Background: an optimization exercise with open tools, aiming at a short achievable clock period and few clock cycles. Do not read the settings as production practice.
The RTL was checked by simulation tests, not by an equivalence proof against the original design.

**run.sh**
```bash
#!/bin/bash
# synth_recipe.tcl (not shown) runs the flow's synth.tcl, then flattens the netlist and writes it again
# the make line also repeats each setting of config.mk as NAME=value (left out here)
make -C /OpenROAD-flow-scripts/flow DESIGN_CONFIG=/design/flow/config.mk WORK_HOME=/design/flow/orfs CLKGATE_MAP_FILE= SYNTH_SCRIPT=/design/flow/synth_recipe.tcl finish
```
**config.mk**
```make
export PLATFORM = sky130hd
export DESIGN_NAME = riscvmulti
export DESIGN_NICKNAME = riscvmulti
export VERILOG_FILES = /design/flow/design.v
export SDC_FILE = /design/flow/constraint.sdc
export NUM_CORES = 4
export LEC_CHECK = 0
export CAP_MARGIN = 20
export CORE_MARGIN = 2
export CORE_UTILIZATION = 40
export SLEW_MARGIN = 20
```
**constraint.sdc**
```tcl
create_clock -name core_clock -period 9.0 [get_ports {clk}]
set_input_delay 1.8000 -clock core_clock [delete_from_list [all_inputs] [get_ports {clk}]]
set_output_delay 1.8000 -clock core_clock [all_outputs]
set_load 0.01 [all_outputs]
```
**design.v**
```verilog
module alu(input  logic [31:0] a,
			  input  logic [31:0] b, 
			  input  logic [2:0]  control,
			  output logic [31:0] out, 
			  output logic zero);
		logic [31:0]tmp;
		always_comb
        begin
				tmp = a - b;
				out = 32'h00000000;
				if (control == 3'b010)     
					out = a & b;
				else if( control == 3'b011)    
					out = a | b;
				else if( control == 3'b000)    
					out = a + b;
				else if( control == 3'b001)    
					out = a - b;
				else if( control == 3'b101)    
				begin
					out[31:1] = 31'h0;
					out[0] = (tmp[31] ==  1'b1);
				end
				if (out == 32'h00000000)
					zero = 1;
				else
					zero = 0;
		end
endmodule
module alu_dec(input  logic [1:0] aluop,
					input  logic       op5,
					input  logic [2:0] func3,
					input  logic       func7b5,
					output logic [2:0] alucontrol);
	logic RtypeSub;
	assign RtypeSub = func7b5 & op5;  
	always_comb
		case(aluop)
			2'b00: 
			alucontrol = 3'b000;  
			2'b01: 
			alucontrol = 3'b001;  
			default:
				case(func3)  
					3'b000: 
						if (RtypeSub)
							alucontrol = 3'b001;  
						else
							alucontrol = 3'b000;  
					3'b010: 
						alucontrol = 3'b101;  
					3'b110: 
						alucontrol = 3'b011;  
					3'b111: 
						alucontrol = 3'b010;  
					default: 
						alucontrol = 3'b000;
				endcase
		endcase
	endmodule 
module extend(input  logic [31:7] instr,
				  input  logic [1:0]  immsrc,
				  output logic [31:0] immext);
	always_comb
		case(immsrc)
			3'b00: immext = {{20{instr[31]}}, instr[31:20]};
			3'b01: immext = {{20{instr[31]}}, instr[31:25], instr[11:7]};
			3'b10: immext = {{20{instr[31]}}, instr[7], instr[30:25], instr[11:8], 1'b0};
			3'b11: immext = {{12{instr[31]}}, instr[19:12], instr[20], instr[30:21], 1'b0};
			default: immext = 32'b0;  
		endcase
endmodule
module flopenr #(parameter WIDTH = 8)
		  	       (input  logic               clk,
				     input  logic               reset,
					  input  logic               en,
				     input  logic [WIDTH - 1:0] d,
				     output logic [WIDTH - 1:0] q);
		always_ff @(posedge clk, posedge reset)
			if(reset)
				q <= 0;
			else if(en)
				q <= d;
endmodule 
module flopr #(parameter WIDTH = 8)
				  (input  logic        clk,
				   input  logic        reset,
				   input  logic [WIDTH - 1: 0] d,
				   output logic [WIDTH - 1: 0] q);
		always_ff @(posedge clk, posedge reset)
			if(reset)
				q <= 0;
			else 
				q <= d;
endmodule 
module instr_dec(input  logic [6:0] op,
					  output logic [1:0] immsrc);
	always_comb
		case(op)
			7'b0110011: 
				immsrc = 2'b00;  
			7'b0010011: 
				immsrc = 2'b00;  
			7'b0000011: 
				immsrc = 2'b00;  
			7'b0100011: 
				immsrc = 2'b01;  
			7'b1100011: 
				immsrc = 2'b10;  
			7'b1101111: 
				immsrc = 2'b11;  
			default: 
				immsrc = 2'b00;
		endcase
endmodule 
module main_FSM(input  logic       clk,
					 input  logic       rst,
					 input  logic [6:0] op,
					 output logic       branch,
					 output logic       pcupdate,
					 output logic       regwrite,
					 output logic       memwrite,
					 output logic       irwrite,
					 output logic [1:0] resultsrc,
					 output logic [1:0] alusrca,
					 output logic [1:0] alusrcb,
					 output logic       adrsrc,
					 output logic [1:0] aluop);
	logic [3:0] current_state, next_state;
	always_ff @(posedge clk, posedge rst)
		if(rst)
			current_state <= 0;
		else
			current_state <= next_state;
		always_comb
			begin
				case(current_state)
					0:
					begin
						next_state = 1;
					end
					1:
					begin
						if     (op == 7'b0000011 | op == 7'b0100011) next_state = 2;
						else if(op == 7'b0110011)                    next_state = 6;
						else if(op == 7'b0010011)                    next_state = 8;
						else if(op == 7'b1101111)                    next_state = 9;
						else if(op == 7'b1100011)                    next_state = 10;
						else                                         next_state = 2;
					end
					2:
					begin
						if     (op == 7'b0000011) next_state = 3;
						else if(op == 7'b0100011) next_state = 5;
						else                      next_state = 2;
					end
					3:
					begin
						next_state = 4;
					end
					4:
					begin
						next_state = 0;
					end
					5:
					begin
						next_state = 0;
					end
					6:
					begin
						next_state = 7;
					end
					7:
					begin
						next_state = 0;
					end
					8:
					begin
						next_state = 7;
					end
					9:
					begin
						next_state = 7;
					end
					10:
					begin
						next_state = 0;
					end
					default:
					begin
						next_state = 0;
					end
				endcase
			end
		always_comb
		begin
			case(current_state)
		0:
			begin
				adrsrc = 0;
				irwrite = 1;
				alusrca = 2'b00;
				alusrcb = 2'b10;
				aluop = 2'b00;
				resultsrc = 2'b10;
				pcupdate = 1;
				regwrite = 0;
				memwrite = 0;
				branch = 0;
			end
		1:
			begin
				alusrca = 2'b01;
				alusrcb = 2'b01;
				aluop = 2'b00;
				regwrite = 0;
				memwrite = 0;
				irwrite = 0;
				resultsrc = 0;
				adrsrc = 0;
				pcupdate = 0;
				branch = 0;
			end
		2:
			begin
				alusrca = 2'b10;
				alusrcb = 2'b01;
				aluop = 2'b00;
				regwrite = 0;
				memwrite = 0;
				irwrite = 0;
				resultsrc = 0;
				adrsrc = 0;
				pcupdate = 0;
				branch = 0;
			end
		3:
			begin
				resultsrc = 2'b00;
				adrsrc = 1'b1;
				regwrite = 0;
				memwrite = 0;
				irwrite = 0;
				alusrca = 0;
				alusrcb = 0;
				aluop = 0;
				pcupdate = 0;
				branch = 0;
			end
		4:
			begin
				resultsrc = 2'b01;
				regwrite = 1;
				memwrite = 0;
				irwrite = 0;
				alusrca = 0;
				alusrcb = 0;
				adrsrc = 0;
				aluop = 0;
				pcupdate = 0;
				branch = 0;
			end
		5:
			begin
				resultsrc = 2'b00;
				adrsrc = 1;
				memwrite = 1;
				regwrite = 0;
				irwrite = 0;
				alusrca = 0;
				alusrcb = 0;
				aluop = 0;
				pcupdate = 0;
				branch = 0;
			end
			6:
				begin
					alusrca = 2'b10;
					alusrcb = 2'b00;
					aluop = 2'b10;
					regwrite = 0;
					memwrite = 0;
					irwrite = 0;
					resultsrc = 0;
					adrsrc = 0;
					pcupdate = 0;
					branch = 0;
				end
			7:
				begin
					resultsrc = 2'b00;
					regwrite = 1;
					memwrite = 0;
					irwrite = 0;
					alusrca = 0;
					alusrcb = 0;
					adrsrc = 0;
					aluop = 0;
					pcupdate = 0;
					branch = 0;
				end
			8:
				begin
					alusrca = 2'b10;
					alusrcb = 2'b01;
					aluop = 2'b10;
					regwrite = 0;
					memwrite = 0;
					irwrite = 0;
					resultsrc = 0;
					adrsrc = 0;
					pcupdate = 0;
					branch = 0;
				end
			9:
				begin
					alusrca = 2'b01;
					alusrcb = 2'b10;
					aluop = 2'b00;
					resultsrc = 2'b00;
					pcupdate = 1;
					regwrite = 0;
					memwrite = 0;
					irwrite = 0;
					adrsrc = 0;
					branch = 0;
				end
			10:
				begin
					alusrca = 2'b10;
					alusrcb = 2'b00;
					aluop = 2'b01;
					resultsrc = 2'b00;
					branch = 1;
					regwrite = 0;
					memwrite = 0;
					irwrite = 0;
					adrsrc = 0;
					pcupdate = 0;
					branch = 1;
				end
			default:
				begin
					adrsrc = 0;
					irwrite = 1;
					alusrca = 2'b00;
					alusrcb = 2'b10;
					aluop = 2'b00;
					resultsrc = 2'b10;
					pcupdate = 1;
					regwrite = 0;
					memwrite = 0;
					branch = 0;
				end
			endcase
		end
endmodule						
module mux2(input  logic [31:0] d0,
				input  logic [31:0] d1,
				input  logic        s,
				output logic [31:0] y);
		assign y = s ? d1 : d0;
endmodule 
module mux3(input  logic [31:0] d0,
				input  logic [31:0] d1,
				input  logic [31:0] d2,
				input  logic [1:0]  s,
				output logic [31:0] y);
		assign y = s[1] ? d2 : (s[0] ? d1 : d0);
endmodule 
module reg_file(input  logic        clk,
					 input  logic        we3,
					 input  logic [4:0]  a1, a2, a3,
					 input  logic [31:0] wd3,
					 output logic [31:0] rd1, rd2);
	logic [31:0] rf[31:0];
	always_ff @(posedge clk)
		if (we3) rf[a3] <= wd3;
			assign rd1 = (a1 != 0) ? rf[a1] : 0;
			assign rd2 = (a2 != 0) ? rf[a2] : 0;
endmodule
module controller(input  logic       clk,
						input  logic       reset,
						input  logic [6:0] op,
						input  logic [2:0] func3,
						input  logic       func7b5,
						input  logic       zero,
						output logic [1:0] immsrc,
						output logic [1:0] alusrca,
						output logic [1:0] alusrcb,
						output logic [1:0] resultsrc,
						output logic       adrsrc,
						output logic [2:0] alucontrol,
						output logic       irwrite,
						output logic       pcwrite,
						output logic       regwrite,
						output logic       memwrite);
		logic pcupdate;
		logic branch;
		logic [1:0] aluop ;
		assign pcwrite = ((zero&branch)|pcupdate);
		alu_dec aludec(aluop, op[5], func3, func7b5, alucontrol);
		main_FSM fsm(clk, reset, op, branch, pcupdate, regwrite, memwrite, irwrite, resultsrc, alusrca, alusrcb, adrsrc, aluop);
		instr_dec instrdec(op, immsrc);
endmodule
module datapath(input  logic        clk,
					 input  logic        reset,
					 input  logic        MemWrite,
					 input  logic        RegWrite,
					 input  logic        IRWrite,
					 input  logic        PCWrite,
					 input  logic        AdrSrc,
					 input  logic [1:0]  ALUSrcA,
					 input  logic [1:0]  ALUSrcB,
					 input  logic [1:0]  ImmSrc,
					 input  logic [1:0]  ResultSrc,
					 input  logic [2:0]  ALUControl,
					 input  logic [31:0] rd,
					 output logic        Zero,
					 output logic [31:0] instr,
					 output logic [31:0] Adr,
					 output logic [31:0] WriteData);
			logic [31:0] Result;
			logic [31:0] SrcA, SrcB;
			logic [31:0] ALUOut;
			logic [31:0] OldPC, A;
			logic [31:0] PC;
			logic [31:0] ImmExt;
			logic [31:0] data;
			logic [31:0] rd1, rd2;
			logic [31:0] ALUResult;
			flopenr #(32) PCReg(clk, reset, PCWrite,Result, PC);
			mux2          PCmux(PC, Result, AdrSrc, Adr);
			flopenr #(64) pc_instr(clk, reset, IRWrite, {rd, PC}, {instr, OldPC});
			flopr   #(32) Data(clk, reset, rd, data);
			reg_file      regfile(clk, RegWrite, instr[19:15], instr[24:20],
										 instr[11:7], Result, rd1, rd2);
			flopr   #(64) wrA(clk, reset, {rd1, rd2}, {A, WriteData});
			extend        ext(instr[31:7], ImmSrc, ImmExt);
			mux3          a(PC, OldPC, A, ALUSrcA, SrcA);
			mux3          b(WriteData, ImmExt, 32'd4, ALUSrcB, SrcB);
			alu           ALU1(SrcA, SrcB, ALUControl, ALUResult, Zero);
			flopr   #(32) aluflop(clk, reset, ALUResult, ALUOut);
			mux3          resmux(ALUOut, data, ALUResult, ResultSrc, Result);
endmodule 
module riscvmulti(input  logic        clk, reset,
                  output logic        MemWrite,
                  output logic [31:0] Adr, WriteData,
                  input  logic [31:0] ReadData);
		logic RegWrite, IRWrite, PCWrite, AdrSrc, Zero;
		logic [1:0] ALUSrcA, ALUSrcB, ImmSrc, ResultSrc;
		logic [2:0] ALUControl;
		logic [31:0] instr;
		controller c (clk, reset, instr[6:0], instr[14:12], instr[30], Zero, ImmSrc, ALUSrcA, ALUSrcB, ResultSrc, AdrSrc, ALUControl, IRWrite, PCWrite, RegWrite, MemWrite);
		datapath   dp(clk, reset, MemWrite, RegWrite, IRWrite, PCWrite, AdrSrc, ALUSrcA, ALUSrcB, ImmSrc, ResultSrc, ALUControl, ReadData, Zero, instr, Adr, WriteData);
endmodule 
```
==> run notes <==
status=timing/DRC/antenna clean; fraction of registers with async set/reset=18.21%; via count=36,670; share of layout cells above drive strength 1=32.51%; fin worst setup slack=0.3107 ns; Final GP Congestion=0.9521; CTS Sinks=1,252; Hold Buf Count CTS=0; num ports=99; final WL=194,400 um; fin crit share=96.55%; DIE HEIGHT=397.3 um; Max stage delay on crit path=0.56 ns; Startpoint Class=flop; GRT Residual Overflow=0; first-pass GRT wire length=274,300 um; DRT Pass-1 Iters=5; vias per cell=6.243; most frequent cells in the layout=1,024 x edfxtp_1, 640 x mux4_2, 217 x dfrtp_1; Core Area=153,900 um2; worst path cell trace=inv_1 > ha_1 > nand2_1 > a21oi_4 > buf_4 > mux2i_1 > or2_2 > ha_1 > inv_1 > a21oi_1 > o31ai_1 > a211oi_1 > a31oi_1 > a311oi_1 > xnor2_1 > o41a_1 > a21oi_2 > mux2_2 > clkdlybuf4s50_1; Total GRT Usage=24.58%; Mapped Nets=3,749; Die X=397.3 um; Yosys cell types=78; Final setup viols=0; setup_tns=0 ns; number of flops mapped to enable cells by yosys=1,024; RSZ-0062 raised after global routing=false; Post-Place Cells=5,625; synthesized area=61,880 um2; crit path capture type=output port; ys flop type=edfxtp_1; pre-CTS setup slack=0.8138 ns; Hold Vio Cnt, Final=0; Slew Limit Fails=0; minimum clock period=8.689 ns; drt drc=0; post-route cell area=70,290 um2; Rows=144; clock root buffer=clkbuf_16; Clk pin slew, worst setup/hold paths=0.06 ns; die area=157,900 um2; Post-Syn Area per Cell=17.12 um2; nets=3,855; fill cell count=13,190; Iteration-0 DRC Markers=4,000; Max H-tree Level=4; worst path arrival time=6.89 ns; clock latency on the worst-skew pair=0.78 ns; Gate Count Post-Synth=3,614; pin count of the biggest net entering global routing=156; Crit Path Category=flop to output port; post-place instance area=65,970 um2; skew final=0.03091 ns; Max Clk Rate=115.1 MHz; area grow syn2layout=13.59%; worst-path fanout max=21; max_cap viols=0; Worst Path Required=7.20 ns; CTS tree=done; worst slew pin tran=1.190 ns; placed wire-length estimate=117,900 um; Slew Limit Headroom=19.52%; Crit-path slowest cell=a211oi_1; synthesis-stage register bit count=1,252; most common cell after layout, fill and taps aside=edfxtp_1; HP Class=flop to flop; non-filler cells, final=5,874; Max Root-Sink Buffers=3; post-synthesis sequential area ratio=58.91%; Port Buffers=98; Syn. warnings=10; ANT nets after route=0; wire length per cell=33.10 um; Starting Density=40.22%; CTS Buf Count=134; antenna violations before repair=4; vias in the first global route=36,660
state kept, by name (all words and copies together), names as in the netlist:
register	cells
dp.Data.q	32
dp.regfile.rf	1024
dp.wrA.q	64
dp.aluflop.q	32
dp.pc_instr.q	64
c.fsm.current_state	4
dp.PCReg.q	32
stage by stage:
step	hold slack, ns	util, %
2_1_floorplan	0.4800	-
5_1_grt	0.5169	45.68
6_report	0.5044	45.68
4_1_cts	0.5073	45.61
3_5_place_dp	0.4948	42.87
3_3_place_gp	0.4890	42.84
cell families (layout without fill, tap and decap cells):
group                    count (synthesis)  in the layout  synth area share (%)
flip-flops                            1252           1252                 58.91
multiplexers                           907            908                 28.06
AND/OR/NAND/NOR                        545            545                 4.095
AO/OA/AOI/OAI                          435            435                 4.438
buffers and inverters                  362            574                 2.261
adder cells (fa/ha/maj)                101            101                 2.066
XOR/XNOR                                12             12                0.1698
other                                    0              3                     0
final timing paths:
kind                                   startpoint                     end  slack [ns]  cells past startpoint
max in group asynchronous                   reset  c.fsm.current_state[3]        6.13                      3
hold reg to reg                 dp.pc_instr.q[19]       dp.pc_instr.q[19]        0.50                      1
hold / removal                  dp.pc_instr.q[19]       dp.pc_instr.q[19]        0.50                      1
min in group asynchronous                   reset            dp.wrA.q[23]        1.50                      2
setup / recovery           c.fsm.current_state[0]                  Adr[0]        0.31                     19
setup reg to reg           c.fsm.current_state[0]          dp.PCReg.q[12]        1.74                     24
critical path: cells and delay by family, from the launching register on:
family | cells | cell delay (ns)
DFF | 1 | 0.45
buffers and inverters | 4 | 1.14
and+or+nand+nor | 2 | 0.47
adders and majority gates | 2 | 0.87
xor gates and xnor gates | 1 | 0.24
AOI/OAI and AO/OA | 8 | 2.64
muxes | 2 | 0.27
cells in the mapped netlist (all sizes together), types with 3 or more instances:
library cell,number,area [um2]
and2,6,37.54
o21ai,98,490.5
nor4,16,106.4
mux4,640,14410
and3,5,31.28
nor2,232,873.3
a221oi,12,111.4
o21bai,8,60.06
a21o,11,82.58
a31oi,17,112.6
a22o,3,26.28
a31o,5,43.79
o221a,8,90.09
o2111ai,3,26.28
o22ai,14,87.58
a211oi,15,112.6
dfrtp,228,5705
nand3b,13,97.59
mux2i,137,1371
a21oi,156,780.8
o221ai,7,61.31
a2111oi,4,35.03
nand2,124,465.5
mux2,130,1577
nor2b,15,93.84
o21a,12,90.09
nand4,15,93.84
a211o,8,70.07
nand2b,7,43.79
nor3,23,115.1
xnor2,12,105.1
or3,12,75.07
inv,105,394.1
nand3,22,110.1
or2,37,231.5
clkbuf,168,630.6
o31ai,14,105.1
edfxtp,1024,30750
ha,99,1239
o211ai,12,90.09
or4,4,30.03
buf,89,374.1
layout make-up:
class,instances,area (um2),area share [%]
clock buffer,182,3646,5.187
clock inverter,61,564.3,0.8028
multi-input combinational,2001,24570,34.96
tap,2044,2557,3.638
inverter,105,401.6,0.5714
timing repair buffer,226,2046,2.910
sequential,1252,36490,51.92
antenna,3,7.507,0.01068
routing by layer:
layer	GRT usage, %	part of all wire (%)	vias to the layer above	wire [um]
met2	40.38	49	1806	95650
met3	4.120	8.0	356	15620
met1	33.07	39	19520	75720
li1	-	-	14980	-
met5	0	0.010	-	20
met4	8.854	3.8	4	7398
repair_timing:
item / in CTS / in global routing
resized for setup: 1 / 15
cloned: 0 / 1
pin swaps: 0 / 1
setup endpoints to repair: 1 / 16
buffers inserted: 0 / 2
Testbench counts, summed over its fixed seeds: cycles 141,991.

-- what the ideal ports hide --
The flow's constraints put no driver on any port. The routed layout listed below was extracted and timed again, unchanged, in two steps. Step 1 (the two cells are an assumption about what drives the block):
set clk [get_ports {clk}]
set_driving_cell -lib_cell sky130_fd_sc_hd__clkbuf_16 $clk
set_driving_cell -lib_cell sky130_fd_sc_hd__buf_2 [delete_from_list [all_inputs] $clk]
Step 2 times the ports against the registers' clock, not the clock port: input delays grow and output delays shrink by t, the midpoint of the rising clock arrivals with the driver on. Slacks: ideal ports / drivers / drivers and shift; pairs: ideal ports / drivers.
shift t [ns]: 0.845
setup slack, ns: 0.311 / 0.232 / 1.076
clock arrival spread, ns: 0.031 / 0.031
worst data-port slew with drivers (ns): 0.06
After both steps setup and hold are still met in this run. The setup slack of this run moves by -0.079 ns with the drivers and by +0.765 ns with both steps.
